Source: an optimization exercise on an open RTL-to-GDS flow (aim: small area and a short achievable clock period). Production flows keep margins and buffers that such runs may drop. Only simulation tests tie the RTL to the original design; equivalence was not proved.

## flow/design.v (module list and top-level ports; edited modules follow where they fit)
// module full_add: 10 lines
// module half_add: 9 lines
// module half_add1: 9 lines
// module x2: 3 lines
// module xn2: 3 lines
// module an2: 3 lines
// module or2: 3 lines
// module inv1: 3 lines
// module maj: 3 lines
// module aoi_cell: 3 lines
// module oai_cell: 3 lines
// module nand_cell: 3 lines
// module nor_cell: 3 lines
// module fa_fast: 6 lines
// module ha_fast: 4 lines
// module booth_enc: 12 lines
// module booth_pp: 10 lines
// module booth_ppn: 10 lines
// module booth8_enc: 20 lines
// module booth8_pp: 14 lines
// module booth8_ppn: 14 lines
// module multiply: 3611 lines
module multiply(
    input wire clk,
    input wire resetn,
    input wire[31:0] A,
    input wire[31:0] B,
    input wire sign,
    output wire[63:0] result
);
  // ...
==> flow/flow/run.sh <==
#!/bin/bash
# Own layout flow: the standard synthesis, then every combinational cell set to
# its smallest drive strength (registers untouched), then the standard layout
# (with power recovery, which downsizes cells off the critical paths),
# whose repair steps size cells up again where timing needs it.
set -euo pipefail
here=$(pwd)
res=$here/orfs/results/$FLOW_PLATFORM/multiply/base
bash standard.sh synth > $here/log_synth.txt 2>&1
cp $res/1_2_yosys.v $here/1_2_yosys.orig.v
python3 $here/flow/downsize.py $FLOW_HOME/platforms/$FLOW_PLATFORM/lib/sky130_fd_sc_hd__tt_025C_1v80.lib \
    $here/1_2_yosys.orig.v $res/1_2_yosys.v > $here/log_downsize.txt 2>&1
# make the netlist newer than its sources so only the later steps rerun
touch $res/1_2_yosys.v $res/1_2_yosys.sdc
bash standard.sh "BUFFER_PORTS_ARGS=-buffer_cell sky130_fd_sc_hd__buf_1" RECOVER_POWER=100 finish > $here/log_layout.txt 2>&1
==> flow/flow/downsize.py <==
#!/usr/bin/env python3
"""Set each combinational cell of a mapped netlist to the smallest drive strength
of its kind that the library has (registers and special cells untouched)."""
import re, sys
lib, src, dst = sys.argv[1:4]
cells = set(re.findall(r'cell\s*\(\s*"?(sky130_fd_sc_hd__\w+)"?\s*\)', open(lib).read()))
keep = re.compile(r'sky130_fd_sc_hd__(df|edf|sdf|sedf|dl|conb|clk|tap|fill|decap|diode|probe|lpflow)')
text = open(src).read()
count = {}
def repl(m):
    name = m.group(0)
    if keep.match(name):
        return name
    mm = re.match(r'(sky130_fd_sc_hd__\w+?)_(\d+)$', name)
    if not mm:
        return name
    base, size = mm.group(1), int(mm.group(2))
    for s in (1,):
        cand = f"{base}_{s}"
        if s < size and cand in cells:
            count[name] = count.get(name, 0) + 1
            return cand
    return name
out = re.sub(r'sky130_fd_sc_hd__\w+', repl, text)
open(dst, 'w').write(out)
for k, v in sorted(count.items(), key=lambda x: -x[1]):
    print(k, v)
==> flow/standard.sh <==
#!/bin/bash
# synth_recipe.tcl (not shown) runs the flow's synth.tcl, then flattens the netlist and writes it again
# the make line also repeats each setting of config.mk as NAME=value (left out here)
make -C /OpenROAD-flow-scripts/flow DESIGN_CONFIG=/design/flow/config.mk WORK_HOME=/design/flow/orfs CLKGATE_MAP_FILE= SYNTH_SCRIPT=/design/flow/synth_recipe.tcl "${@:-finish}"
==> flow/config.mk <==
export PLATFORM = sky130hd
export DESIGN_NAME = multiply
export DESIGN_NICKNAME = multiply
export VERILOG_FILES = /design/flow/design.v
export SDC_FILE = /design/flow/constraint.sdc
export NUM_CORES = 4
export LEC_CHECK = 0
export CAP_MARGIN = 20
export CORE_MARGIN = 2
export CORE_UTILIZATION = 45
export PLACE_DENSITY = 0.6
export SETUP_SLACK_MARGIN = 1.75
export SLEW_MARGIN = 20
export SYNTH_HIERARCHICAL = 1
==> flow/constraint.sdc <==
create_clock -name core_clock -period 6.5 [get_ports {clk}]
set_input_delay 1.3000 -clock core_clock [delete_from_list [all_inputs] [get_ports {clk}]]
set_output_delay 1.3000 -clock core_clock [all_outputs]
set_load 0.01 [all_outputs]
==> results.toml, run 1 <==
[global_routing]
grt_usage = 0.2851
use_met2 = 0.4732

[drt]
wl_met3_um = 7991
via_count = 23543
drc_errors = 0
antenna_left = 0
drt_iter0_drc = 2104

[final_layout]
seq_cells = 166
multiInputGateArea_um2 = 24160
largest_reg_flops = 151
fin_area_um2 = 31020
layout_commonest_cell = "xnor2_1"
drive_gt1_frac = 0.08145
multi_input_area_share = 0.7789
reg_top3 = "rup (151), rlo (15)"
antenna_cells = 2
n_all_inverters = 49

[placed_design]
place_ws_ns = 0.9024
dpl.hpwl_um = 63900

[setup_path]
crit_family = "adder cells"
critPathBufInv = 1

[timing]
setup_tns_ns = 0
relSlewSlack = -0.03012
final_max_slew_viol_count = 33

[floorplanning]
core_region_area_um2 = 60360
ios = 131

[min_path]
min_to = "rup[147]"
min-delay-start = "B[31]"

[run_status]
status = "failed layout checks"
violatedChecks = "capacitance limit, slew limit"

[job]
maxCapViolations = 1

[clock_network]
cts_root_buf = "clkbuf_16"
postCtsSetupBuffers = 12
==> inputs of run 2 (changes only) <==
--- a/flow/design.v
+++ b/flow/design.v
@@ -1779,6 +1779,106 @@
     wire c950;
     wire s951;
     wire c952;
+    wire s953;
+    wire c954;
+    wire s955;
+    wire c956;
+    wire s957;
+    wire c958;
+    wire s959;
+    wire c960;
+    wire s961;
+    wire c962;
+    wire s963;
+    wire c964;
+    wire s965;
+    wire c966;
+    wire s967;
+    wire c968;
+    wire s969;
+    wire c970;
+    wire s971;
+    wire c972;
+    wire s973;
+    wire c974;
+    wire s975;
+    wire c976;
+    wire s977;
+    wire c978;
+    wire s979;
+    wire c980;
+    wire s981;
+    wire c982;
+    wire s983;
+    wire c984;
+    wire s985;
+    wire c986;
+    wire s987;
+    wire c988;
+    wire s989;
+    wire c990;
+    wire s991;
+    wire c992;
+    wire s993;
+    wire c994;
+    wire s995;
+    wire c996;
+    wire s997;
+    wire c998;
+    wire s999;
+    wire c1000;
+    wire s1001;
+    wire c1002;
+    wire s1003;
+    wire c1004;
+    wire s1005;
+    wire c1006;
+    wire s1007;
+    wire c1008;
+    wire s1009;
+    wire c1010;
+    wire s1011;
+    wire c1012;
+    wire s1013;
+    wire c1014;
+    wire s1015;
+    wire c1016;
+    wire s1017;
+    wire c1018;
+    wire s1019;
+    wire c1020;
+    wire s1021;
+    wire c1022;
+    wire s1023;
+    wire c1024;
+    wire s1025;
+    wire c1026;
+    wire s1027;
+    wire c1028;
+    wire s1029;
+    wire c1030;
+    wire s1031;
+    wire c1032;
+    wire s1033;
+    wire c1034;
+    wire s1035;
+    wire c1036;
+    wire s1037;
+    wire c1038;
+    wire s1039;
+    wire c1040;
+    wire s1041;
+    wire c1042;
+    wire s1043;
+    wire c1044;
+    wire s1045;
+    wire c1046;
+    wire s1047;
+    wire c1048;
+    wire s1049;
+    wire c1050;
+    wire s1051;
+    wire c1052;
     wire a32 = A[31] & sign;
     wire b32 = B[31] & sign;
     booth_enc enc0 (.y2(B[1]), .y1(B[0]), .y0(1'b0), .one(one0), .two(two0), .neg(neg0));
@@ -2408,7 +2508,7 @@
     half_add add15 (.a(pp8_14), .b(pp9_12), .co(c32), .s(s31));
     fa_fast add16 (.a(pp0_31), .b(pp1_29), .ci(pp2_27), .co(c34), .s(s33));
     fa_fast add17 (.a(pp3_25), .b(pp4_23), .ci(pp5_21), .co(c36), .s(s35));
-    full_add add18 (.a(pp6_19), .b(pp7_17), .ci(pp8_15), .co(c38), .s(s37));
+    fa_fast add18 (.a(pp6_19), .b(pp7_17), .ci(pp8_15), .co(c38), .s(s37));
     half_add add19 (.a(pp9_13), .b(pp10_11), .co(c40), .s(s39));
     fa_fast add20 (.a(pp16_0), .b(pp0_32), .ci(pp1_30), .co(c42), .s(s41));
     fa_fast add21 (.a(pp2_28), .b(pp3_26), .ci(pp4_24), .co(c44), .s(s43));
@@ -2441,7 +2541,7 @@
     full_add add48 (.a(pp16_7), .b(pp3_33), .ci(pp4_31), .co(c98), .s(s97));
     full_add add49 (.a(pp5_29), .b(pp6_27), .ci(pp7_25), .co(c100), .s(s99));
     half_add1 add50 (.a(pp16_8), .b(pp4_32), .co(c102), .s(s101));
-    ha_fast add51 (.a(pp5_30), .b(pp6_28), .co(c104), .s(s103));
+    half_add add51 (.a(pp5_30), .b(pp6_28), .co(c104), .s(s103));
     full_add add52 (.a(pp16_9), .b(pp4_33), .ci(pp5_31), .co(c106), .s(s105));
     assign s107 = ~pp16_10;
     assign c108 = pp16_10;
@@ -2476,7 +2576,7 @@
     full_add add82 (.a(pp4_18), .b(pp5_16), .ci(pp6_14), .co(c166), .s(s165));
     full_add add83 (.a(pp7_12), .b(pp8_10), .ci(pp9_8), .co(c168), .s(s167));
     full_add add84 (.a(pp10_6), .b(pp11_4), .ci(pp12_2), .co(c170), .s(s169));
-    full_add add85 (.a(pp13_0), .b(c4), .ci(s7), .co(c172), .s(s171));
+    fa_fast add85 (.a(pp13_0), .b(c4), .ci(s7), .co(c172), .s(s171));
     full_add add86 (.a(pp5_17), .b(pp6_15), .ci(pp7_13), .co(c174), .s(s173));
     full_add add87 (.a(pp8_11), .b(pp9_9), .ci(pp10_7), .co(c176), .s(s175));
     full_add add88 (.a(pp11_5), .b(pp12_3), .ci(pp13_1), .co(c178), .s(s177));
@@ -2506,7 +2606,7 @@
     fa_fast add112 (.a(c42), .b(c44), .ci(c46), .co(c226), .s(s225));
     fa_fast add113 (.a(c48), .b(s51), .ci(s53), .co(c228), .s(s227));
     full_add add114 (.a(pp13_8), .b(pp14_6), .ci(pp15_4), .co(c230), .s(s229));
-    full_add add115 (.a(c50), .b(c58), .ci(s59), .co(c232), .s(s231));
+    fa_fast add115 (.a(c50), .b(c58), .ci(s59), .co(c232), .s(s231));
     fa_fast add116 (.a(s67), .b(c52), .ci(c54), .co(c234), .s(s233));
     fa_fast add117 (.a(c56), .b(s61), .ci(s63), .co(c236), .s(s235));
     full_add add118 (.a(pp12_11), .b(pp13_9), .ci(pp14_7), .co(c238), .s(s237));
@@ -2519,11 +2619,11 @@
     fa_fast add125 (.a(c74), .b(c76), .ci(s79), .co(c252), .s(s251));
     full_add add126 (.a(pp10_17), .b(pp11_15), .ci(pp12_13), .co(c254), .s(s253));
     full_add add127 (.a(pp13_11), .b(pp14_9), .ci(pp15_7), .co(c256), .s(s255));
-    full_add add128 (.a(c78), .b(c84), .ci(c80), .co(c258), .s(s257));
+    fa_fast add128 (.a(c78), .b(c84), .ci(c80), .co(c258), .s(s257));
     fa_fast add129 (.a(c82), .b(s85), .ci(s87), .co(c260), .s(s259));
     full_add add130 (.a(pp9_20), .b(pp10_18), .ci(pp11_16), .co(c262), .s(s261));
     full_add add131 (.a(pp12_14), .b(pp13_12), .ci(pp14_10), .co(c264), .s(s263));
-    full_add add132 (.a(pp15_8), .b(s91), .ci(s95), .co(c266), .s(s265));
+    fa_fast add132 (.a(pp15_8), .b(s91), .ci(s95), .co(c266), .s(s265));
     full_add add133 (.a(c86), .b(c88), .ci(c90), .co(c268), .s(s267));
     full_add add134 (.a(pp8_23), .b(pp9_21), .ci(pp10_19), .co(c270), .s(s269));
     full_add add135 (.a(pp11_17), .b(pp12_15), .ci(pp13_13), .co(c272), .s(s271));
@@ -2536,7 +2636,7 @@
     full_add add142 (.a(pp6_29), .b(pp7_27), .ci(pp8_25), .co(c286), .s(s285));
     full_add add143 (.a(pp9_23), .b(pp10_21), .ci(pp11_19), .co(c288), .s(s287));
     full_add add144 (.a(pp12_17), .b(pp13_15), .ci(pp14_13), .co(c290), .s(s289));
-    full_add add145 (.a(pp15_11), .b(c104), .ci(c102), .co(c292), .s(s291));
+    full_add add145 (.a(pp15_11), .b(c102), .ci(c104), .co(c292), .s(s291));
     full_add add146 (.a(s107), .b(pp5_32), .ci(pp6_30), .co(c294), .s(s293));
     full_add add147 (.a(pp7_28), .b(pp8_26), .ci(pp9_24), .co(c296), .s(s295));
     full_add add148 (.a(pp10_22), .b(pp11_20), .ci(pp12_18), .co(c298), .s(s297));
@@ -2606,7 +2706,7 @@
     fa_fast add211 (.a(s159), .b(s161), .ci(s163), .co(c424), .s(s423));
     full_add add212 (.a(c158), .b(c160), .ci(c162), .co(c426), .s(s425));
     full_add add213 (.a(s165), .b(s167), .ci(s169), .co(c428), .s(s427));
-    fa_fast add214 (.a(s5), .b(c164), .ci(s171), .co(c430), .s(s429));
+    full_add add214 (.a(s5), .b(c164), .ci(s171), .co(c430), .s(s429));
     full_add add215 (.a(c166), .b(c168), .ci(c170), .co(c432), .s(s431));
     full_add add216 (.a(s173), .b(s175), .ci(s177), .co(c434), .s(s433));
     fa_fast add217 (.a(s9), .b(c172), .ci(s179), .co(c436), .s(s435));
@@ -2616,34 +2716,34 @@
     full_add add221 (.a(c182), .b(c184), .ci(s189), .co(c444), .s(s443));
     full_add add222 (.a(s191), .b(s21), .ci(c186), .co(c446), .s(s445));
     fa_fast add223 (.a(s193), .b(c188), .ci(s195), .co(c448), .s(s447));
-    full_add add224 (.a(c190), .b(c192), .ci(s197), .co(c450), .s(s449));
+    fa_fast add224 (.a(c190), .b(c192), .ci(s197), .co(c450), .s(s449));
     full_add add225 (.a(s199), .b(s29), .ci(c194), .co(c452), .s(s451));
     fa_fast add226 (.a(c196), .b(s201), .ci(s203), .co(c454), .s(s453));
-    full_add add227 (.a(c198), .b(c200), .ci(s205), .co(c456), .s(s455));
+    fa_fast add227 (.a(c198), .b(c200), .ci(s205), .co(c456), .s(s455));
     full_add add228 (.a(s37), .b(s207), .ci(c202), .co(c458), .s(s457));
     fa_fast add229 (.a(c204), .b(s209), .ci(s211), .co(c460), .s(s459));
-    full_add add230 (.a(c206), .b(s215), .ci(s213), .co(c462), .s(s461));
+    fa_fast add230 (.a(c206), .b(s215), .ci(s213), .co(c462), .s(s461));
     fa_fast add231 (.a(s47), .b(c208), .ci(c210), .co(c464), .s(s463));
     fa_fast add232 (.a(c212), .b(s217), .ci(s219), .co(c466), .s(s465));
-    full_add add233 (.a(c214), .b(s221), .ci(s55), .co(c468), .s(s467));
-    full_add add234 (.a(c216), .b(s223), .ci(c218), .co(c470), .s(s469));
+    fa_fast add233 (.a(c214), .b(s221), .ci(s55), .co(c468), .s(s467));
+    fa_fast add234 (.a(c216), .b(s223), .ci(c218), .co(c470), .s(s469));
     fa_fast add235 (.a(c220), .b(s225), .ci(s227), .co(c472), .s(s471));
-    full_add add236 (.a(c222), .b(s229), .ci(s65), .co(c474), .s(s473));
-    fa_fast add237 (.a(c224), .b(c226), .ci(s231), .co(c476), .s(s475));
+    fa_fast add236 (.a(c222), .b(s229), .ci(s65), .co(c474), .s(s473));
+    fa_fast add237 (.a(s231), .b(c224), .ci(c226), .co(c476), .s(s475));
     fa_fast add238 (.a(c228), .b(s233), .ci(s235), .co(c478), .s(s477));
-    full_add add239 (.a(c230), .b(s237), .ci(s75), .co(c480), .s(s479));
+    fa_fast add239 (.a(c230), .b(s237), .ci(s75), .co(c480), .s(s479));
     full_add add240 (.a(c232), .b(c234), .ci(s239), .co(c482), .s(s481));
     fa_fast add241 (.a(c236), .b(s241), .ci(s243), .co(c484), .s(s483));
-    full_add add242 (.a(c238), .b(s245), .ci(s81), .co(c486), .s(s485));
+    fa_fast add242 (.a(c238), .b(s245), .ci(s81), .co(c486), .s(s485));
     fa_fast add243 (.a(s247), .b(c240), .ci(c242), .co(c488), .s(s487));
     fa_fast add244 (.a(c244), .b(s249), .ci(s251), .co(c490), .s(s489));
-    full_add add245 (.a(c246), .b(s253), .ci(s255), .co(c492), .s(s491));
+    fa_fast add245 (.a(c246), .b(s253), .ci(s255), .co(c492), .s(s491));
     fa_fast add246 (.a(s89), .b(c248), .ci(s257), .co(c494), .s(s493));
     fa_fast add247 (.a(c250), .b(c252), .ci(s259), .co(c496), .s(s495));
-    full_add add248 (.a(c254), .b(c256), .ci(s261), .co(c498), .s(s497));
+    fa_fast add248 (.a(c254), .b(c256), .ci(s261), .co(c498), .s(s497));
     fa_fast add249 (.a(s263), .b(s93), .ci(s265), .co(c500), .s(s499));
     fa_fast add250 (.a(c258), .b(c260), .ci(s267), .co(c502), .s(s501));
-    full_add add251 (.a(c262), .b(c264), .ci(s269), .co(c504), .s(s503));
+    fa_fast add251 (.a(c262), .b(c264), .ci(s269), .co(c504), .s(s503));
     full_add add252 (.a(s273), .b(s271), .ci(s99), .co(c506), .s(s505));
     fa_fast add253 (.a(c266), .b(c268), .ci(s275), .co(c508), .s(s507));
     full_add add254 (.a(c270), .b(c272), .ci(c100), .co(c510), .s(s509));
@@ -2651,7 +2751,7 @@
     fa_fast add256 (.a(c274), .b(s283), .ci(c276), .co(c514), .s(s513));
     full_add add257 (.a(c278), .b(c280), .ci(c282), .co(c516), .s(s515));
     full_add add258 (.a(s285), .b(s287), .ci(s289), .co(c518), .s(s517));
-    full_add add259 (.a(s105), .b(s291), .ci(c284), .co(c520), .s(s519));
+    full_add add259 (.a(s105), .b(c284), .ci(s291), .co(c520), .s(s519));
     full_add add260 (.a(c286), .b(c288), .ci(c290), .co(c522), .s(s521));
     full_add add261 (.a(c106), .b(s293), .ci(s295), .co(c524), .s(s523));
     full_add add262 (.a(s297), .b(s299), .ci(c292), .co(c526), .s(s525));
@@ -2730,41 +2830,41 @@
     full_add add334 (.a(c412), .b(s415), .ci(s417), .co(c670), .s(s669));
     full_add add335 (.a(c414), .b(c416), .ci(c418), .co(c672), .s(s671));
     full_add add336 (.a(s419), .b(s423), .ci(s421), .co(c674), .s(s673));
-    full_add add337 (.a(c420), .b(c422), .ci(c424), .co(c676), .s(s675));
-    full_add add338 (.a(s425), .b(s427), .ci(s429), .co(c678), .s(s677));
+    fa_fast add337 (.a(c420), .b(c422), .ci(c424), .co(c676), .s(s675));
+    fa_fast add338 (.a(s425), .b(s427), .ci(s429), .co(c678), .s(s677));
     full_add add339 (.a(c426), .b(c428), .ci(s431), .co(c680), .s(s679));
-    full_add add340 (.a(s433), .b(s435), .ci(c430), .co(c682), .s(s681));
+    full_add add340 (.a(s433), .b(c430), .ci(s435), .co(c682), .s(s681));
     full_add add341 (.a(c432), .b(c434), .ci(s437), .co(c684), .s(s683));
     full_add add342 (.a(s439), .b(s441), .ci(c436), .co(c686), .s(s685));
     full_add add343 (.a(c438), .b(c440), .ci(s443), .co(c688), .s(s687));
     full_add add344 (.a(s445), .b(c442), .ci(s447), .co(c690), .s(s689));
-    full_add add345 (.a(c444), .b(c446), .ci(s449), .co(c692), .s(s691));
-    fa_fast add346 (.a(s451), .b(c448), .ci(s453), .co(c694), .s(s693));
-    fa_fast add347 (.a(c450), .b(s455), .ci(c452), .co(c696), .s(s695));
+    fa_fast add345 (.a(s449), .b(c444), .ci(c446), .co(c692), .s(s691));
+    full_add add346 (.a(s451), .b(c448), .ci(s453), .co(c694), .s(s693));
+    fa_fast add347 (.a(s455), .b(c450), .ci(c452), .co(c696), .s(s695));
     fa_fast add348 (.a(s457), .b(c454), .ci(s459), .co(c698), .s(s697));
     fa_fast add349 (.a(c456), .b(s461), .ci(s463), .co(c700), .s(s699));
-    fa_fast add350 (.a(c458), .b(c460), .ci(s465), .co(c702), .s(s701));
+    full_add add350 (.a(c458), .b(c460), .ci(s465), .co(c702), .s(s701));
     fa_fast add351 (.a(c462), .b(s467), .ci(c464), .co(c704), .s(s703));
-    fa_fast add352 (.a(s469), .b(c466), .ci(s471), .co(c706), .s(s705));
+    full_add add352 (.a(s469), .b(c466), .ci(s471), .co(c706), .s(s705));
     fa_fast add353 (.a(c468), .b(s473), .ci(c470), .co(c708), .s(s707));
-    fa_fast add354 (.a(s475), .b(c472), .ci(s477), .co(c710), .s(s709));
+    full_add add354 (.a(s475), .b(c472), .ci(s477), .co(c710), .s(s709));
     fa_fast add355 (.a(c474), .b(s479), .ci(c476), .co(c712), .s(s711));
     fa_fast add356 (.a(s481), .b(c478), .ci(s483), .co(c714), .s(s713));
     fa_fast add357 (.a(c480), .b(s485), .ci(s487), .co(c716), .s(s715));
-    fa_fast add358 (.a(c482), .b(c484), .ci(s489), .co(c718), .s(s717));
+    full_add add358 (.a(c482), .b(c484), .ci(s489), .co(c718), .s(s717));
     fa_fast add359 (.a(c486), .b(s491), .ci(s493), .co(c720), .s(s719));
     full_add add360 (.a(c488), .b(c490), .ci(s495), .co(c722), .s(s721));
-    fa_fast add361 (.a(c492), .b(s497), .ci(s499), .co(c724), .s(s723));
-    fa_fast add362 (.a(c494), .b(c496), .ci(s501), .co(c726), .s(s725));
-    fa_fast add363 (.a(c498), .b(s503), .ci(s505), .co(c728), .s(s727));
+    fa_fast add361 (.a(s497), .b(c492), .ci(s499), .co(c724), .s(s723));
+    full_add add362 (.a(c494), .b(c496), .ci(s501), .co(c726), .s(s725));
+    fa_fast add363 (.a(s503), .b(c498), .ci(s505), .co(c728), .s(s727));
     full_add add364 (.a(c500), .b(s507), .ci(c502), .co(c730), .s(s729));
     full_add add365 (.a(c504), .b(c506), .ci(s509), .co(c732), .s(s731));
-    full_add add366 (.a(s511), .b(s513), .ci(c508), .co(c734), .s(s733));
+    fa_fast add366 (.a(s511), .b(c508), .ci(s513), .co(c734), .s(s733));
     full_add add367 (.a(c510), .b(c512), .ci(s515), .co(c736), .s(s735));
     full_add add368 (.a(s517), .b(c514), .ci(s519), .co(c738), .s(s737));
     full_add add369 (.a(c516), .b(c518), .ci(s521), .co(c740), .s(s739));
     full_add add370 (.a(s523), .b(s525), .ci(c520), .co(c742), .s(s741));
-    full_add add371 (.a(c522), .b(c524), .ci(s527), .co(c744), .s(s743));
+    fa_fast add371 (.a(c522), .b(c524), .ci(s527), .co(c744), .s(s743));
     full_add add372 (.a(s529), .b(c526), .ci(s531), .co(c746), .s(s745));
     full_add add373 (.a(c530), .b(s533), .ci(c528), .co(c748), .s(s747));
     full_add add374 (.a(s535), .b(c532), .ci(s537), .co(c750), .s(s749));
@@ -2821,30 +2921,30 @@
     full_add add424 (.a(c660), .b(s663), .ci(c662), .co(c850), .s(s849));
     full_add add425 (.a(c664), .b(s667), .ci(c666), .co(c852), .s(s851));
     full_add add426 (.a(c668), .b(c670), .ci(s671), .co(c854), .s(s853));
-    fa_fast add427 (.a(c672), .b(c674), .ci(s675), .co(c856), .s(s855));
-    full_add add428 (.a(s679), .b(c676), .ci(c678), .co(c858), .s(s857));
+    full_add add427 (.a(c672), .b(s675), .ci(c674), .co(c856), .s(s855));
+    fa_fast add428 (.a(c676), .b(s679), .ci(c678), .co(c858), .s(s857));
     fa_fast add429 (.a(c680), .b(s683), .ci(c682), .co(c860), .s(s859));
     fa_fast add430 (.a(c684), .b(s687), .ci(c686), .co(c862), .s(s861));
-    fa_fast add431 (.a(c688), .b(s691), .ci(c690), .co(c864), .s(s863));
+    fa_fast add431 (.a(s691), .b(c688), .ci(c690), .co(c864), .s(s863));
     fa_fast add432 (.a(c692), .b(s695), .ci(c694), .co(c866), .s(s865));
     fa_fast add433 (.a(c696), .b(s699), .ci(c698), .co(c868), .s(s867));
     fa_fast add434 (.a(c700), .b(s703), .ci(c702), .co(c870), .s(s869));
-    fa_fast add435 (.a(c704), .b(s707), .ci(c706), .co(c872), .s(s871));
+    fa_fast add435 (.a(s707), .b(c704), .ci(c706), .co(c872), .s(s871));
     fa_fast add436 (.a(s711), .b(c708), .ci(c710), .co(c874), .s(s873));
     fa_fast add437 (.a(s715), .b(c712), .ci(c714), .co(c876), .s(s875));
-    fa_fast add438 (.a(c716), .b(s719), .ci(c718), .co(c878), .s(s877));
-    fa_fast add439 (.a(c720), .b(s723), .ci(c722), .co(c880), .s(s879));
-    fa_fast add440 (.a(c724), .b(s727), .ci(c726), .co(c882), .s(s881));
+    fa_fast add438 (.a(s719), .b(c716), .ci(c718), .co(c878), .s(s877));
+    fa_fast add439 (.a(s723), .b(c720), .ci(c722), .co(c880), .s(s879));
+    fa_fast add440 (.a(s727), .b(c724), .ci(c726), .co(c882), .s(s881));
     fa_fast add441 (.a(c728), .b(s731), .ci(c730), .co(c884), .s(s883));
     fa_fast add442 (.a(c732), .b(s735), .ci(c734), .co(c886), .s(s885));
     fa_fast add443 (.a(c736), .b(s739), .ci(s741), .co(c888), .s(s887));
     fa_fast add444 (.a(c740), .b(s743), .ci(s745), .co(c890), .s(s889));
-    full_add add445 (.a(s747), .b(c744), .ci(c746), .co(c892), .s(s891));
+    fa_fast add445 (.a(c744), .b(s747), .ci(c746), .co(c892), .s(s891));
     full_add add446 (.a(c748), .b(s751), .ci(c750), .co(c894), .s(s893));
     full_add add447 (.a(c752), .b(s755), .ci(c754), .co(c896), .s(s895));
     full_add add448 (.a(s759), .b(c756), .ci(c758), .co(c898), .s(s897));
     full_add add449 (.a(c760), .b(s763), .ci(c762), .co(c900), .s(s899));
-    full_add add450 (.a(s767), .b(c764), .ci(s769), .co(c902), .s(s901));
+    fa_fast add450 (.a(s767), .b(c764), .ci(s769), .co(c902), .s(s901));
     full_add add451 (.a(c768), .b(s771), .ci(s773), .co(c904), .s(s903));
     full_add add452 (.a(c772), .b(s775), .ci(s777), .co(c906), .s(s905));
     full_add add453 (.a(s779), .b(c776), .ci(s781), .co(c908), .s(s907));
@@ -2871,117 +2971,67 @@
     full_add add473 (.a(s617), .b(c824), .ci(s825), .co(c948), .s(s947));
     full_add add474 (.a(s621), .b(c826), .ci(s827), .co(c950), .s(s949));
     full_add add475 (.a(s625), .b(c828), .ci(s829), .co(c952), .s(s951));
+    full_add add476 (.a(s629), .b(c830), .ci(s831), .co(c954), .s(s953));
+    full_add add477 (.a(s633), .b(c832), .ci(s833), .co(c956), .s(s955));
+    full_add add478 (.a(c834), .b(s637), .ci(s835), .co(c958), .s(s957));
+    full_add add479 (.a(c836), .b(s641), .ci(s837), .co(c960), .s(s959));
+    full_add add480 (.a(s645), .b(c838), .ci(s839), .co(c962), .s(s961));
+    full_add add481 (.a(s649), .b(c840), .ci(s841), .co(c964), .s(s963));
+    full_add add482 (.a(s653), .b(c842), .ci(s843), .co(c966), .s(s965));
+    fa_fast add483 (.a(s657), .b(c844), .ci(s845), .co(c968), .s(s967));
+    fa_fast add484 (.a(s661), .b(c846), .ci(s847), .co(c970), .s(s969));
+    fa_fast add485 (.a(s665), .b(c848), .ci(s849), .co(c972), .s(s971));
+    fa_fast add486 (.a(s669), .b(c850), .ci(s851), .co(c974), .s(s973));
+    fa_fast add487 (.a(s673), .b(c852), .ci(s853), .co(c976), .s(s975));
+    fa_fast add488 (.a(s677), .b(c854), .ci(s855), .co(c978), .s(s977));
+    fa_fast add489 (.a(s681), .b(c856), .ci(s857), .co(c980), .s(s979));
+    fa_fast add490 (.a(s685), .b(c858), .ci(s859), .co(c982), .s(s981));
+    fa_fast add491 (.a(s689), .b(c860), .ci(s861), .co(c984), .s(s983));
+    fa_fast add492 (.a(s693), .b(s863), .ci(c862), .co(c986), .s(s985));
+    fa_fast add493 (.a(s697), .b(s865), .ci(c864), .co(c988), .s(s987));
+    fa_fast add494 (.a(s701), .b(s867), .ci(c866), .co(c990), .s(s989));
+    fa_fast add495 (.a(s705), .b(s869), .ci(c868), .co(c992), .s(s991));
+    fa_fast add496 (.a(s709), .b(s871), .ci(c870), .co(c994), .s(s993));
+    fa_fast add497 (.a(s713), .b(s873), .ci(c872), .co(c996), .s(s995));
+    fa_fast add498 (.a(s717), .b(s875), .ci(c874), .co(c998), .s(s997));
+    fa_fast add499 (.a(s721), .b(s877), .ci(c876), .co(c1000), .s(s999));
+    fa_fast add500 (.a(s725), .b(s879), .ci(c878), .co(c1002), .s(s1001));
+    fa_fast add501 (.a(s729), .b(s881), .ci(c880), .co(c1004), .s(s1003));
+    fa_fast add502 (.a(s733), .b(s883), .ci(c882), .co(c1006), .s(s1005));
+    fa_fast add503 (.a(s737), .b(s885), .ci(c884), .co(c1008), .s(s1007));
+    fa_fast add504 (.a(c738), .b(s887), .ci(c886), .co(c1010), .s(s1009));
+    fa_fast add505 (.a(c742), .b(s889), .ci(c888), .co(c1012), .s(s1011));
+    fa_fast add506 (.a(s749), .b(s891), .ci(c890), .co(c1014), .s(s1013));
+    fa_fast add507 (.a(s753), .b(c892), .ci(s893), .co(c1016), .s(s1015));
+    fa_fast add508 (.a(s757), .b(c894), .ci(s895), .co(c1018), .s(s1017));
+    fa_fast add509 (.a(s761), .b(c896), .ci(s897), .co(c1020), .s(s1019));
+    fa_fast add510 (.a(s765), .b(c898), .ci(s899), .co(c1022), .s(s1021));
+    full_add add511 (.a(c766), .b(s901), .ci(c900), .co(c1024), .s(s1023));
+    full_add add512 (.a(c770), .b(c902), .ci(s903), .co(c1026), .s(s1025));
+    full_add add513 (.a(c774), .b(s905), .ci(c904), .co(c1028), .s(s1027));
+    full_add add514 (.a(c778), .b(s907), .ci(c906), .co(c1030), .s(s1029));
+    full_add add515 (.a(s785), .b(c908), .ci(s909), .co(c1032), .s(s1031));
+    full_add add516 (.a(s789), .b(c910), .ci(s911), .co(c1034), .s(s1033));
+    full_add add517 (.a(c790), .b(c912), .ci(s913), .co(c1036), .s(s1035));
+    full_add add518 (.a(c794), .b(s915), .ci(c914), .co(c1038), .s(s1037));
+    full_add add519 (.a(c798), .b(s917), .ci(c916), .co(c1040), .s(s1039));
+    full_add add520 (.a(c802), .b(s919), .ci(c918), .co(c1042), .s(s1041));
+    full_add add521 (.a(s807), .b(s921), .ci(c920), .co(c1044), .s(s1043));
+    full_add add522 (.a(c808), .b(s923), .ci(c922), .co(c1046), .s(s1045));
+    full_add add523 (.a(pp15_31), .b(c924), .ci(s925), .co(c1048), .s(s1047));
+    full_add add524 (.a(s927), .b(pp15_32), .ci(c926), .co(c1050), .s(s1049));
+    full_add add525 (.a(c928), .b(pp16_31), .ci(pp15_33), .co(c1052), .s(s1051));
     wire [13:0] xl = {c950, c948, c946, c944, c942, c940, c938, c936, c934, c932, c930, s929, pp0_1, neg0};
     wire [13:0] yl = {s951, s949, s947, s945, s943, s941, s939, s937, s935, s933, s931, pp1_0, 1'b0, pp0_0};
     wire [14:0] lo = xl + yl;
     reg [14:0] rlo;
-    wire [150:0] up = {pp15_33, pp16_31, c928, pp15_32, s927, c926, pp15_31, s925, c924, c808, s923, c922, s807, s921, c920, c802, s919, c918, c798, s917, c916, c794, s915, c914, c790, s913, c912, s789, s911, c910, s785, s909, c908, c778, s907, c906, c774, s905, c904, c770, s903, c902, c766, s901, c900, s765, s899, c898, s761, s897, c896, s757, s895, c894, s753, s893, c892, s749, s891, c890, c742, s889, c888, c738, s887, c886, s737, s885, c884, s733, s883, c882, s729, s881, c880, s725, s879, c878, s721, s877, c876, s717, s875, c874, s713, s873, c872, s709, s871, c870, s705, s869, c868, s701, s867, c866, s697, s865, c864, s693, s863, c862, s689, s861, c860, s685, s859, c858, s681, s857, c856, s677, s855, c854, s673, s853, c852, s669, s851, c850, s665, s849, c848, s661, s847, c846, s657, s845, c844, s653, s843, c842, s649, s841, c840, s645, s839, c838, s641, s837, c836, s637, s835, c834, s633, s833, c832, s629, s831, c830, c952};
-    reg [150:0] rup;
+    wire [99:0] up = {s1051, c1050, s1049, c1048, s1047, c1046, s1045, c1044, s1043, c1042, s1041, c1040, s1039, c1038, s1037, c1036, s1035, c1034, s1033, c1032, s1031, c1030, s1029, c1028, s1027, c1026, s1025, c1024, s1023, c1022, s1021, c1020, s1019, c1018, s1017, c1016, s1015, c1014, s1013, c1012, s1011, c1010, s1009, c1008, s1007, c1006, s1005, c1004, s1003, c1002, s1001, c1000, s999, c998, s997, c996, s995, c994, s993, c992, s991, c990, s989, c988, s987, c986, s985, c984, s983, c982, s981, c980, s979, c978, s977, c976, s975, c974, s973, c972, s971, c970, s969, c968, s967, c966, s965, c964, s963, c962, s961, c960, s959, c958, s957, c956, s955, c954, s953, c952};
+    reg [99:0] rup;
     always @(posedge clk) begin
         rlo <= lo;
         rup <= up;
     end
     assign result[13:0] = rlo[13:0];
-    wire ps1, pc1;
-    fa_fast padd1 (.a(rup[0]), .b(rup[1]), .ci(rup[2]), .co(pc1), .s(ps1));
-    wire ps2, pc2;
-    fa_fast padd2 (.a(rup[4]), .b(rup[5]), .ci(rup[6]), .co(pc2), .s(ps2));
-    wire ps3, pc3;
-    fa_fast padd3 (.a(rup[7]), .b(rup[8]), .ci(rup[9]), .co(pc3), .s(ps3));
-    wire ps4, pc4;
-    fa_fast padd4 (.a(rup[10]), .b(rup[11]), .ci(rup[12]), .co(pc4), .s(ps4));
-    wire ps5, pc5;
-    fa_fast padd5 (.a(rup[13]), .b(rup[14]), .ci(rup[15]), .co(pc5), .s(ps5));
-    wire ps6, pc6;
-    fa_fast padd6 (.a(rup[16]), .b(rup[17]), .ci(rup[18]), .co(pc6), .s(ps6));
-    wire ps7, pc7;
-    fa_fast padd7 (.a(rup[19]), .b(rup[20]), .ci(rup[21]), .co(pc7), .s(ps7));
-    wire ps8, pc8;
-    fa_fast padd8 (.a(rup[22]), .b(rup[23]), .ci(rup[24]), .co(pc8), .s(ps8));
-    wire ps9, pc9;
-    fa_fast padd9 (.a(rup[25]), .b(rup[26]), .ci(rup[27]), .co(pc9), .s(ps9));
-    wire ps10, pc10;
-    fa_fast padd10 (.a(rup[28]), .b(rup[29]), .ci(rup[30]), .co(pc10), .s(ps10));
-    wire ps11, pc11;
-    fa_fast padd11 (.a(rup[31]), .b(rup[32]), .ci(rup[33]), .co(pc11), .s(ps11));
-    wire ps12, pc12;
-    fa_fast padd12 (.a(rup[34]), .b(rup[35]), .ci(rup[36]), .co(pc12), .s(ps12));
-    wire ps13, pc13;
-    fa_fast padd13 (.a(rup[37]), .b(rup[38]), .ci(rup[39]), .co(pc13), .s(ps13));
-    wire ps14, pc14;
-    fa_fast padd14 (.a(rup[40]), .b(rup[41]), .ci(rup[42]), .co(pc14), .s(ps14));
-    wire ps15, pc15;
-    fa_fast padd15 (.a(rup[43]), .b(rup[44]), .ci(rup[45]), .co(pc15), .s(ps15));
-    wire ps16, pc16;
-    fa_fast padd16 (.a(rup[46]), .b(rup[47]), .ci(rup[48]), .co(pc16), .s(ps16));
-    wire ps17, pc17;
-    fa_fast padd17 (.a(rup[49]), .b(rup[50]), .ci(rup[51]), .co(pc17), .s(ps17));
-    wire ps18, pc18;
-    fa_fast padd18 (.a(rup[52]), .b(rup[53]), .ci(rup[54]), .co(pc18), .s(ps18));
-    wire ps19, pc19;
-    fa_fast padd19 (.a(rup[55]), .b(rup[56]), .ci(rup[57]), .co(pc19), .s(ps19));
-    wire ps20, pc20;
-    fa_fast padd20 (.a(rup[58]), .b(rup[59]), .ci(rup[60]), .co(pc20), .s(ps20));
-    wire ps21, pc21;
-    fa_fast padd21 (.a(rup[61]), .b(rup[62]), .ci(rup[63]), .co(pc21), .s(ps21));
-    wire ps22, pc22;
-    fa_fast padd22 (.a(rup[64]), .b(rup[65]), .ci(rup[66]), .co(pc22), .s(ps22));
-    wire ps23, pc23;
-    fa_fast padd23 (.a(rup[67]), .b(rup[68]), .ci(rup[69]), .co(pc23), .s(ps23));
-    wire ps24, pc24;
-    fa_fast padd24 (.a(rup[70]), .b(rup[71]), .ci(rup[72]), .co(pc24), .s(ps24));
-    wire ps25, pc25;
-    fa_fast padd25 (.a(rup[73]), .b(rup[74]), .ci(rup[75]), .co(pc25), .s(ps25));
-    wire ps26, pc26;
-    fa_fast padd26 (.a(rup[76]), .b(rup[77]), .ci(rup[78]), .co(pc26), .s(ps26));
-    wire ps27, pc27;
-    fa_fast padd27 (.a(rup[79]), .b(rup[80]), .ci(rup[81]), .co(pc27), .s(ps27));
-    wire ps28, pc28;
-    fa_fast padd28 (.a(rup[82]), .b(rup[83]), .ci(rup[84]), .co(pc28), .s(ps28));
-    wire ps29, pc29;
-    fa_fast padd29 (.a(rup[85]), .b(rup[86]), .ci(rup[87]), .co(pc29), .s(ps29));
-    wire ps30, pc30;
-    fa_fast padd30 (.a(rup[88]), .b(rup[89]), .ci(rup[90]), .co(pc30), .s(ps30));
-    wire ps31, pc31;
-    fa_fast padd31 (.a(rup[91]), .b(rup[92]), .ci(rup[93]), .co(pc31), .s(ps31));
-    wire ps32, pc32;
-    fa_fast padd32 (.a(rup[94]), .b(rup[95]), .ci(rup[96]), .co(pc32), .s(ps32));
-    wire ps33, pc33;
-    fa_fast padd33 (.a(rup[97]), .b(rup[98]), .ci(rup[99]), .co(pc33), .s(ps33));
-    wire ps34, pc34;
-    fa_fast padd34 (.a(rup[100]), .b(rup[101]), .ci(rup[102]), .co(pc34), .s(ps34));
-    wire ps35, pc35;
-    fa_fast padd35 (.a(rup[103]), .b(rup[104]), .ci(rup[105]), .co(pc35), .s(ps35));
-    wire ps36, pc36;
-    fa_fast padd36 (.a(rup[106]), .b(rup[107]), .ci(rup[108]), .co(pc36), .s(ps36));
-    wire ps37, pc37;
-    fa_fast padd37 (.a(rup[109]), .b(rup[110]), .ci(rup[111]), .co(pc37), .s(ps37));
-    wire ps38, pc38;
-    fa_fast padd38 (.a(rup[112]), .b(rup[113]), .ci(rup[114]), .co(pc38), .s(ps38));
-    wire ps39, pc39;
-    fa_fast padd39 (.a(rup[115]), .b(rup[116]), .ci(rup[117]), .co(pc39), .s(ps39));
-    wire ps40, pc40;
-    fa_fast padd40 (.a(rup[118]), .b(rup[119]), .ci(rup[120]), .co(pc40), .s(ps40));
-    wire ps41, pc41;
-    fa_fast padd41 (.a(rup[121]), .b(rup[122]), .ci(rup[123]), .co(pc41), .s(ps41));
-    wire ps42, pc42;
-    fa_fast padd42 (.a(rup[124]), .b(rup[125]), .ci(rup[126]), .co(pc42), .s(ps42));
-    wire ps43, pc43;
-    fa_fast padd43 (.a(rup[127]), .b(rup[128]), .ci(rup[129]), .co(pc43), .s(ps43));
-    wire ps44, pc44;
-    fa_fast padd44 (.a(rup[130]), .b(rup[131]), .ci(rup[132]), .co(pc44), .s(ps44));
-    wire ps45, pc45;
-    fa_fast padd45 (.a(rup[133]), .b(rup[134]), .ci(rup[135]), .co(pc45), .s(ps45));
-    wire ps46, pc46;
-    fa_fast padd46 (.a(rup[136]), .b(rup[137]), .ci(rup[138]), .co(pc46), .s(ps46));
-    wire ps47, pc47;
-    fa_fast padd47 (.a(rup[139]), .b(rup[140]), .ci(rup[141]), .co(pc47), .s(ps47));
-    wire ps48, pc48;
-    fa_fast padd48 (.a(rup[142]), .b(rup[143]), .ci(rup[144]), .co(pc48), .s(ps48));
-    wire ps49, pc49;
-    fa_fast padd49 (.a(rup[145]), .b(rup[146]), .ci(rup[147]), .co(pc49), .s(ps49));
-    wire ps50, pc50;
-    fa_fast padd50 (.a(rup[148]), .b(rup[149]), .ci(rup[150]), .co(pc50), .s(ps50));
     wire fad_g0;
     wire fad_p0;
     wire fad_g1;
@@ -3344,106 +3394,106 @@
     wire fad_G6_47;
     wire fad_G6_48;
     wire fad_G6_49;
-    an2 fad_u1 (.a(ps1), .b(rup[3]), .y(fad_g0));
-    x2 fad_u2 (.a(ps1), .b(rup[3]), .y(fad_p0));
-    an2 fad_u3 (.a(pc1), .b(ps2), .y(fad_g1));
-    x2 fad_u4 (.a(pc1), .b(ps2), .y(fad_p1));
-    an2 fad_u5 (.a(pc2), .b(ps3), .y(fad_g2));
-    x2 fad_u6 (.a(pc2), .b(ps3), .y(fad_p2));
-    an2 fad_u7 (.a(pc3), .b(ps4), .y(fad_g3));
-    x2 fad_u8 (.a(pc3), .b(ps4), .y(fad_p3));
-    an2 fad_u9 (.a(pc4), .b(ps5), .y(fad_g4));
-    x2 fad_u10 (.a(pc4), .b(ps5), .y(fad_p4));
-    an2 fad_u11 (.a(pc5), .b(ps6), .y(fad_g5));
-    x2 fad_u12 (.a(pc5), .b(ps6), .y(fad_p5));
-    an2 fad_u13 (.a(pc6), .b(ps7), .y(fad_g6));
-    x2 fad_u14 (.a(pc6), .b(ps7), .y(fad_p6));
-    an2 fad_u15 (.a(pc7), .b(ps8), .y(fad_g7));
-    x2 fad_u16 (.a(pc7), .b(ps8), .y(fad_p7));
-    an2 fad_u17 (.a(pc8), .b(ps9), .y(fad_g8));
-    x2 fad_u18 (.a(pc8), .b(ps9), .y(fad_p8));
-    an2 fad_u19 (.a(pc9), .b(ps10), .y(fad_g9));
-    x2 fad_u20 (.a(pc9), .b(ps10), .y(fad_p9));
-    an2 fad_u21 (.a(pc10), .b(ps11), .y(fad_g10));
-    x2 fad_u22 (.a(pc10), .b(ps11), .y(fad_p10));
-    an2 fad_u23 (.a(pc11), .b(ps12), .y(fad_g11));
-    x2 fad_u24 (.a(pc11), .b(ps12), .y(fad_p11));
-    an2 fad_u25 (.a(pc12), .b(ps13), .y(fad_g12));
-    x2 fad_u26 (.a(pc12), .b(ps13), .y(fad_p12));
-    an2 fad_u27 (.a(pc13), .b(ps14), .y(fad_g13));
-    x2 fad_u28 (.a(pc13), .b(ps14), .y(fad_p13));
-    an2 fad_u29 (.a(pc14), .b(ps15), .y(fad_g14));
-    x2 fad_u30 (.a(pc14), .b(ps15), .y(fad_p14));
-    an2 fad_u31 (.a(pc15), .b(ps16), .y(fad_g15));
-    x2 fad_u32 (.a(pc15), .b(ps16), .y(fad_p15));
-    an2 fad_u33 (.a(pc16), .b(ps17), .y(fad_g16));
-    x2 fad_u34 (.a(pc16), .b(ps17), .y(fad_p16));
-    an2 fad_u35 (.a(pc17), .b(ps18), .y(fad_g17));
-    x2 fad_u36 (.a(pc17), .b(ps18), .y(fad_p17));
-    an2 fad_u37 (.a(pc18), .b(ps19), .y(fad_g18));
-    x2 fad_u38 (.a(pc18), .b(ps19), .y(fad_p18));
-    an2 fad_u39 (.a(pc19), .b(ps20), .y(fad_g19));
-    x2 fad_u40 (.a(pc19), .b(ps20), .y(fad_p19));
-    an2 fad_u41 (.a(pc20), .b(ps21), .y(fad_g20));
-    x2 fad_u42 (.a(pc20), .b(ps21), .y(fad_p20));
-    an2 fad_u43 (.a(pc21), .b(ps22), .y(fad_g21));
-    x2 fad_u44 (.a(pc21), .b(ps22), .y(fad_p21));
-    an2 fad_u45 (.a(pc22), .b(ps23), .y(fad_g22));
-    x2 fad_u46 (.a(pc22), .b(ps23), .y(fad_p22));
-    an2 fad_u47 (.a(pc23), .b(ps24), .y(fad_g23));
-    x2 fad_u48 (.a(pc23), .b(ps24), .y(fad_p23));
-    an2 fad_u49 (.a(pc24), .b(ps25), .y(fad_g24));
-    x2 fad_u50 (.a(pc24), .b(ps25), .y(fad_p24));
-    an2 fad_u51 (.a(pc25), .b(ps26), .y(fad_g25));
-    x2 fad_u52 (.a(pc25), .b(ps26), .y(fad_p25));
-    an2 fad_u53 (.a(pc26), .b(ps27), .y(fad_g26));
-    x2 fad_u54 (.a(pc26), .b(ps27), .y(fad_p26));
-    an2 fad_u55 (.a(pc27), .b(ps28), .y(fad_g27));
-    x2 fad_u56 (.a(pc27), .b(ps28), .y(fad_p27));
-    an2 fad_u57 (.a(pc28), .b(ps29), .y(fad_g28));
-    x2 fad_u58 (.a(pc28), .b(ps29), .y(fad_p28));
-    an2 fad_u59 (.a(pc29), .b(ps30), .y(fad_g29));
-    x2 fad_u60 (.a(pc29), .b(ps30), .y(fad_p29));
-    an2 fad_u61 (.a(pc30), .b(ps31), .y(fad_g30));
-    x2 fad_u62 (.a(pc30), .b(ps31), .y(fad_p30));
-    an2 fad_u63 (.a(pc31), .b(ps32), .y(fad_g31));
-    x2 fad_u64 (.a(pc31), .b(ps32), .y(fad_p31));
-    an2 fad_u65 (.a(pc32), .b(ps33), .y(fad_g32));
-    x2 fad_u66 (.a(pc32), .b(ps33), .y(fad_p32));
-    an2 fad_u67 (.a(pc33), .b(ps34), .y(fad_g33));
-    x2 fad_u68 (.a(pc33), .b(ps34), .y(fad_p33));
-    an2 fad_u69 (.a(pc34), .b(ps35), .y(fad_g34));
-    x2 fad_u70 (.a(pc34), .b(ps35), .y(fad_p34));
-    an2 fad_u71 (.a(pc35), .b(ps36), .y(fad_g35));
-    x2 fad_u72 (.a(pc35), .b(ps36), .y(fad_p35));
-    an2 fad_u73 (.a(pc36), .b(ps37), .y(fad_g36));
-    x2 fad_u74 (.a(pc36), .b(ps37), .y(fad_p36));
-    an2 fad_u75 (.a(pc37), .b(ps38), .y(fad_g37));
-    x2 fad_u76 (.a(pc37), .b(ps38), .y(fad_p37));
-    an2 fad_u77 (.a(pc38), .b(ps39), .y(fad_g38));
-    x2 fad_u78 (.a(pc38), .b(ps39), .y(fad_p38));
-    an2 fad_u79 (.a(pc39), .b(ps40), .y(fad_g39));
-    x2 fad_u80 (.a(pc39), .b(ps40), .y(fad_p39));
-    an2 fad_u81 (.a(pc40), .b(ps41), .y(fad_g40));
-    x2 fad_u82 (.a(pc40), .b(ps41), .y(fad_p40));
-    an2 fad_u83 (.a(pc41), .b(ps42), .y(fad_g41));
-    x2 fad_u84 (.a(pc41), .b(ps42), .y(fad_p41));
-    an2 fad_u85 (.a(pc42), .b(ps43), .y(fad_g42));
-    x2 fad_u86 (.a(pc42), .b(ps43), .y(fad_p42));
-    an2 fad_u87 (.a(pc43), .b(ps44), .y(fad_g43));
-    x2 fad_u88 (.a(pc43), .b(ps44), .y(fad_p43));
-    an2 fad_u89 (.a(pc44), .b(ps45), .y(fad_g44));
-    x2 fad_u90 (.a(pc44), .b(ps45), .y(fad_p44));
-    an2 fad_u91 (.a(pc45), .b(ps46), .y(fad_g45));
-    x2 fad_u92 (.a(pc45), .b(ps46), .y(fad_p45));
-    an2 fad_u93 (.a(pc46), .b(ps47), .y(fad_g46));
-    x2 fad_u94 (.a(pc46), .b(ps47), .y(fad_p46));
-    an2 fad_u95 (.a(pc47), .b(ps48), .y(fad_g47));
-    x2 fad_u96 (.a(pc47), .b(ps48), .y(fad_p47));
-    an2 fad_u97 (.a(pc48), .b(ps49), .y(fad_g48));
-    x2 fad_u98 (.a(pc48), .b(ps49), .y(fad_p48));
-    an2 fad_u99 (.a(pc49), .b(ps50), .y(fad_g49));
-    x2 fad_u100 (.a(pc49), .b(ps50), .y(fad_p49));
+    an2 fad_u1 (.a(rup[0]), .b(rup[1]), .y(fad_g0));
+    x2 fad_u2 (.a(rup[0]), .b(rup[1]), .y(fad_p0));
+    an2 fad_u3 (.a(rup[2]), .b(rup[3]), .y(fad_g1));
+    x2 fad_u4 (.a(rup[2]), .b(rup[3]), .y(fad_p1));
+    an2 fad_u5 (.a(rup[4]), .b(rup[5]), .y(fad_g2));
+    x2 fad_u6 (.a(rup[4]), .b(rup[5]), .y(fad_p2));
+    an2 fad_u7 (.a(rup[6]), .b(rup[7]), .y(fad_g3));
+    x2 fad_u8 (.a(rup[6]), .b(rup[7]), .y(fad_p3));
+    an2 fad_u9 (.a(rup[8]), .b(rup[9]), .y(fad_g4));
+    x2 fad_u10 (.a(rup[8]), .b(rup[9]), .y(fad_p4));
+    an2 fad_u11 (.a(rup[10]), .b(rup[11]), .y(fad_g5));
+    x2 fad_u12 (.a(rup[10]), .b(rup[11]), .y(fad_p5));
+    an2 fad_u13 (.a(rup[12]), .b(rup[13]), .y(fad_g6));
+    x2 fad_u14 (.a(rup[12]), .b(rup[13]), .y(fad_p6));
+    an2 fad_u15 (.a(rup[14]), .b(rup[15]), .y(fad_g7));
+    x2 fad_u16 (.a(rup[14]), .b(rup[15]), .y(fad_p7));
+    an2 fad_u17 (.a(rup[16]), .b(rup[17]), .y(fad_g8));
+    x2 fad_u18 (.a(rup[16]), .b(rup[17]), .y(fad_p8));
+    an2 fad_u19 (.a(rup[18]), .b(rup[19]), .y(fad_g9));
+    x2 fad_u20 (.a(rup[18]), .b(rup[19]), .y(fad_p9));
+    an2 fad_u21 (.a(rup[20]), .b(rup[21]), .y(fad_g10));
+    x2 fad_u22 (.a(rup[20]), .b(rup[21]), .y(fad_p10));
+    an2 fad_u23 (.a(rup[22]), .b(rup[23]), .y(fad_g11));
+    x2 fad_u24 (.a(rup[22]), .b(rup[23]), .y(fad_p11));
+    an2 fad_u25 (.a(rup[24]), .b(rup[25]), .y(fad_g12));
+    x2 fad_u26 (.a(rup[24]), .b(rup[25]), .y(fad_p12));
+    an2 fad_u27 (.a(rup[26]), .b(rup[27]), .y(fad_g13));
+    x2 fad_u28 (.a(rup[26]), .b(rup[27]), .y(fad_p13));
+    an2 fad_u29 (.a(rup[28]), .b(rup[29]), .y(fad_g14));
+    x2 fad_u30 (.a(rup[28]), .b(rup[29]), .y(fad_p14));
+    an2 fad_u31 (.a(rup[30]), .b(rup[31]), .y(fad_g15));
+    x2 fad_u32 (.a(rup[30]), .b(rup[31]), .y(fad_p15));
+    an2 fad_u33 (.a(rup[32]), .b(rup[33]), .y(fad_g16));
+    x2 fad_u34 (.a(rup[32]), .b(rup[33]), .y(fad_p16));
+    an2 fad_u35 (.a(rup[34]), .b(rup[35]), .y(fad_g17));
+    x2 fad_u36 (.a(rup[34]), .b(rup[35]), .y(fad_p17));
+    an2 fad_u37 (.a(rup[36]), .b(rup[37]), .y(fad_g18));
+    x2 fad_u38 (.a(rup[36]), .b(rup[37]), .y(fad_p18));
+    an2 fad_u39 (.a(rup[38]), .b(rup[39]), .y(fad_g19));
+    x2 fad_u40 (.a(rup[38]), .b(rup[39]), .y(fad_p19));
+    an2 fad_u41 (.a(rup[40]), .b(rup[41]), .y(fad_g20));
+    x2 fad_u42 (.a(rup[40]), .b(rup[41]), .y(fad_p20));
+    an2 fad_u43 (.a(rup[42]), .b(rup[43]), .y(fad_g21));
+    x2 fad_u44 (.a(rup[42]), .b(rup[43]), .y(fad_p21));
+    an2 fad_u45 (.a(rup[44]), .b(rup[45]), .y(fad_g22));
+    x2 fad_u46 (.a(rup[44]), .b(rup[45]), .y(fad_p22));
+    an2 fad_u47 (.a(rup[46]), .b(rup[47]), .y(fad_g23));
+    x2 fad_u48 (.a(rup[46]), .b(rup[47]), .y(fad_p23));
+    an2 fad_u49 (.a(rup[48]), .b(rup[49]), .y(fad_g24));
+    x2 fad_u50 (.a(rup[48]), .b(rup[49]), .y(fad_p24));
+    an2 fad_u51 (.a(rup[50]), .b(rup[51]), .y(fad_g25));
+    x2 fad_u52 (.a(rup[50]), .b(rup[51]), .y(fad_p25));
+    an2 fad_u53 (.a(rup[52]), .b(rup[53]), .y(fad_g26));
+    x2 fad_u54 (.a(rup[52]), .b(rup[53]), .y(fad_p26));
+    an2 fad_u55 (.a(rup[54]), .b(rup[55]), .y(fad_g27));
+    x2 fad_u56 (.a(rup[54]), .b(rup[55]), .y(fad_p27));
+    an2 fad_u57 (.a(rup[56]), .b(rup[57]), .y(fad_g28));
+    x2 fad_u58 (.a(rup[56]), .b(rup[57]), .y(fad_p28));
+    an2 fad_u59 (.a(rup[58]), .b(rup[59]), .y(fad_g29));
+    x2 fad_u60 (.a(rup[58]), .b(rup[59]), .y(fad_p29));
+    an2 fad_u61 (.a(rup[60]), .b(rup[61]), .y(fad_g30));
+    x2 fad_u62 (.a(rup[60]), .b(rup[61]), .y(fad_p30));
+    an2 fad_u63 (.a(rup[62]), .b(rup[63]), .y(fad_g31));
+    x2 fad_u64 (.a(rup[62]), .b(rup[63]), .y(fad_p31));
+    an2 fad_u65 (.a(rup[64]), .b(rup[65]), .y(fad_g32));
+    x2 fad_u66 (.a(rup[64]), .b(rup[65]), .y(fad_p32));
+    an2 fad_u67 (.a(rup[66]), .b(rup[67]), .y(fad_g33));
+    x2 fad_u68 (.a(rup[66]), .b(rup[67]), .y(fad_p33));
+    an2 fad_u69 (.a(rup[68]), .b(rup[69]), .y(fad_g34));
+    x2 fad_u70 (.a(rup[68]), .b(rup[69]), .y(fad_p34));
+    an2 fad_u71 (.a(rup[70]), .b(rup[71]), .y(fad_g35));
+    x2 fad_u72 (.a(rup[70]), .b(rup[71]), .y(fad_p35));
+    an2 fad_u73 (.a(rup[72]), .b(rup[73]), .y(fad_g36));
+    x2 fad_u74 (.a(rup[72]), .b(rup[73]), .y(fad_p36));
+    an2 fad_u75 (.a(rup[74]), .b(rup[75]), .y(fad_g37));
+    x2 fad_u76 (.a(rup[74]), .b(rup[75]), .y(fad_p37));
+    an2 fad_u77 (.a(rup[76]), .b(rup[77]), .y(fad_g38));
+    x2 fad_u78 (.a(rup[76]), .b(rup[77]), .y(fad_p38));
+    an2 fad_u79 (.a(rup[78]), .b(rup[79]), .y(fad_g39));
+    x2 fad_u80 (.a(rup[78]), .b(rup[79]), .y(fad_p39));
+    an2 fad_u81 (.a(rup[80]), .b(rup[81]), .y(fad_g40));
+    x2 fad_u82 (.a(rup[80]), .b(rup[81]), .y(fad_p40));
+    an2 fad_u83 (.a(rup[82]), .b(rup[83]), .y(fad_g41));
+    x2 fad_u84 (.a(rup[82]), .b(rup[83]), .y(fad_p41));
+    an2 fad_u85 (.a(rup[84]), .b(rup[85]), .y(fad_g42));
+    x2 fad_u86 (.a(rup[84]), .b(rup[85]), .y(fad_p42));
+    an2 fad_u87 (.a(rup[86]), .b(rup[87]), .y(fad_g43));
+    x2 fad_u88 (.a(rup[86]), .b(rup[87]), .y(fad_p43));
+    an2 fad_u89 (.a(rup[88]), .b(rup[89]), .y(fad_g44));
+    x2 fad_u90 (.a(rup[88]), .b(rup[89]), .y(fad_p44));
+    an2 fad_u91 (.a(rup[90]), .b(rup[91]), .y(fad_g45));
+    x2 fad_u92 (.a(rup[90]), .b(rup[91]), .y(fad_p45));
+    an2 fad_u93 (.a(rup[92]), .b(rup[93]), .y(fad_g46));
+    x2 fad_u94 (.a(rup[92]), .b(rup[93]), .y(fad_p46));
+    an2 fad_u95 (.a(rup[94]), .b(rup[95]), .y(fad_g47));
+    x2 fad_u96 (.a(rup[94]), .b(rup[95]), .y(fad_p47));
+    an2 fad_u97 (.a(rup[96]), .b(rup[97]), .y(fad_g48));
+    x2 fad_u98 (.a(rup[96]), .b(rup[97]), .y(fad_p48));
+    an2 fad_u99 (.a(rup[98]), .b(rup[99]), .y(fad_g49));
+    x2 fad_u100 (.a(rup[98]), .b(rup[99]), .y(fad_p49));
     aoi_cell fad_u101 (.g(fad_g0), .p(fad_p0), .gi(rlo[14]), .y(fad_g0c));
     inv1 fad_u102 (.a(fad_g0c), .y(fad_g0ct));
     aoi_cell fad_u103 (.g(fad_g1), .p(fad_p1), .gi(fad_g0ct), .y(fad_G1_1));
==> flow/flow/run.sh (replaced) <==
#!/bin/bash
# Own layout flow: the standard synthesis, then every combinational cell set to
# its smallest drive strength (registers untouched), then the standard layout,
# whose repair steps size cells up again where timing needs it.
set -euo pipefail
here=$(pwd)
res=$here/orfs/results/$FLOW_PLATFORM/multiply/base
bash standard.sh synth > $here/log_synth.txt 2>&1
cp $res/1_2_yosys.v $here/1_2_yosys.orig.v
python3 $here/flow/downsize.py $FLOW_HOME/platforms/$FLOW_PLATFORM/lib/sky130_fd_sc_hd__tt_025C_1v80.lib \
    $here/1_2_yosys.orig.v $res/1_2_yosys.v > $here/log_downsize.txt 2>&1
# make the netlist newer than its sources so only the later steps rerun
touch $res/1_2_yosys.v $res/1_2_yosys.sdc
bash standard.sh "BUFFER_PORTS_ARGS=-buffer_cell sky130_fd_sc_hd__buf_1" finish > $here/log_layout.txt 2>&1
--- a/flow/config.mk
+++ b/flow/config.mk
@@ -9,6 +9,6 @@
 export CORE_MARGIN = 2
 export CORE_UTILIZATION = 45
 export PLACE_DENSITY = 0.6
-export SETUP_SLACK_MARGIN = 1.75
+export SETUP_SLACK_MARGIN = 1.9
 export SLEW_MARGIN = 20
 export SYNTH_HIERARCHICAL = 1
==> run 2 against run 1 <==
The run now finishes clean. Area after synthesis down 3.9%. Wire length rose by 0.78%. Critical path depth stayed put. Largest cell class unchanged.
==> results.toml, run 2 <==
[drt]
wl_per_cell_um = 23.25
viasPerCell = 6.125
antenna_left = 0
drtPass1Iterations = 6
drt_iter0_drc = 2561
drc_errors = 0
wirelength_um = 89710
via_count = 23636

[floorplanning]
die_w_um = 246.0
ios = 131
num_rows = 88
core_region_area_um2 = 57810
die-height_um = 246.0
dieArea_um2 = 60540
initial_core_util = 0.4561

[final_layout]
multiInputGateArea_um2 = 24960
finalNonFillerCells = 3859
drive_gt1_frac = 0.1399
layout_commonest_cell = "xnor2_1"
largest_reg_flops = 100
fin_nets = 3529
antenna_cells = 0
reg_top3 = "rup (100), rlo (15)"
fin_area_um2 = 32050
nFillCells = 5178
most-common-layout-cells = "xnor2_1, a22oi_1, xor2_1"
areaGrowthSynthToFinish_pct = 21.56
top_register = "rup"
register_area_um2 = 2302

[min_path]
min-delay-start = "A[30]"
min_to = "rup[97]"
hp-class = "input pin to register"
hold_depth = 4

[timing]
fin_crit_ns = 4.538
final_max_slew_viol_count = 0
timing.fmax_mhz = 220.4
relSlewSlack = 0.4610
finalHoldViolCount = 0
setup_tns_ns = 0
rsz0062_at_grt = "yes"
worst_pin_slew_ns = 0.8085
finalCritPeriodShare = 0.6981
hold_slack_ns = 1.536
finalSetupViolations = 0

[global_routing]
grt_max_degree = 49
antenna_found_initial = 8
grt_pass1_wl_um = 137900
grt_usage = 0.2959
grt_pass1_vias = 23691
overflow = 0

[placed_design]
dpl.hpwl_um = 63340
place_area_um2 = 29300
gp_congestion = 0.8735
portBuffers = 129
placed_cells = 3695

[setup_path]
crit_start = "B[7]"
crit_path_end_kind = "register"
crit_required_ns = 6.86
cp-start-kind = "input pin"
path_max_fanout = 17
worst-setup-path-type = "input pin to register"
critPathArrivalTime_ns = 4.90

[logic_synthesis]
synth_area_per_cell_um2 = 9.711
postSynthCellCount = 2715
ys.warnings.count = 7
syn_area_um2 = 26360

[job]
maxCapViolations = 0

[clock_network]
cts_root_buf = "clkbuf_16"
cts.clk_slew.worst_paths_ns = 0.05
h-tree-depth = 4
cts_buffers = 17
hold_buffers = 0
cts.sinks = 115
tritoncts = "built"
ctsLongestPathBuffers = 2

[run_status]
status = "finished clean"
[run 2: worst max-delay path: stages]
cell,delay [ns]
clkbuf_8,0.19
buf_12,0.19
xor2_2,0.16
buf_6,0.20
a22oi_1,0.12
xnor2_1,0.20
maj3_1,0.41
xor2_1,0.19
xor2_1,0.34
xor2_1,0.21
xor2_1,0.14
fa_1,0.45
maj3_1,0.41
maj3_1,0.35
[run 2: worst max-delay path by stage]
stage	end	cells after the start
floorplan	rup[60]	10
global placement	rup[44]	11
detailed placement	rup[46]	12
CTS	rup[44]	13
global route	rup[44]	14
finish	rup[44]	14
[run 2: layout make-up]
class,instances,area share
clock buffers,24,0.01597
flip-flops and latches,115,0.07184
multi-input cells,2526,0.7788
inverters,49,0.005856
repair buffers,372,0.09534
well taps,765,0.02987
clock inverters,8,0.002304
[run 2: repair_timing]
item / in CTS / in global routing
gates resized for setup: 99 / 105
pin swaps: 37 / 46
hold endpoints to repair: 0 / 0
cloned: 1 / 4
endpoints found under the setup margin: 113 / 82
buffers inserted: 93 / 34
[run 2: through the flow]
stage / setup slack (ns) / util
after floorplan: 1.861 / -
after global placement: 0.9074 / 0.5069
after detailed placement: 0.8431 / 0.5069
after CTS: 1.903 / 0.5411
after global routing: 1.843 / 0.5544
final: 1.962 / 0.5544
[run 2: layer usage]
metal | up-vias | wire [um] | track usage
met1 | 11743 | 36430 | 0.3936
li1 | 10338 | - | -
met5 | - | 108 | 0
met3 | 220 | 8916 | 0.06187
met4 | 16 | 2953 | 0.1180
met2 | 1319 | 41290 | 0.4689

port drivers added, routing unchanged:
No port has a modelled driver above. Below, the same layouts with a new extraction and two added sets of constraints. Step 1: set_driving_cell puts a clkbuf_16 on clk and a buf_2 on each other input, an assumption about the parent block. Step 2 adds t to the input delays and takes it off the output delays; t is the mean of the earliest and latest rising clock arrival at the registers after step 1. Input paths then give back, and output paths get back, about the clock's delay inside the block. a / b / c = ideal ports / drivers / drivers and shift; a / b = the first two.
run | t, ns | slack for setup (ns) | hold WS [ns] | worst setup path at the end | worst data-port slew with drivers (ns)
run 1 | 0.553 | 1.080 / 1.112 / 0.559 | 1.382 / 1.339 / 1.716 | input to register | 0.12
run 2 | 0.546 | 1.962 / 1.974 / 1.428 | 1.536 / 1.498 / 1.713 | input to register | 0.11
The setup slack of run 2, which loses most, moves by +0.012 ns with the drivers and by -0.534 ns with both steps.
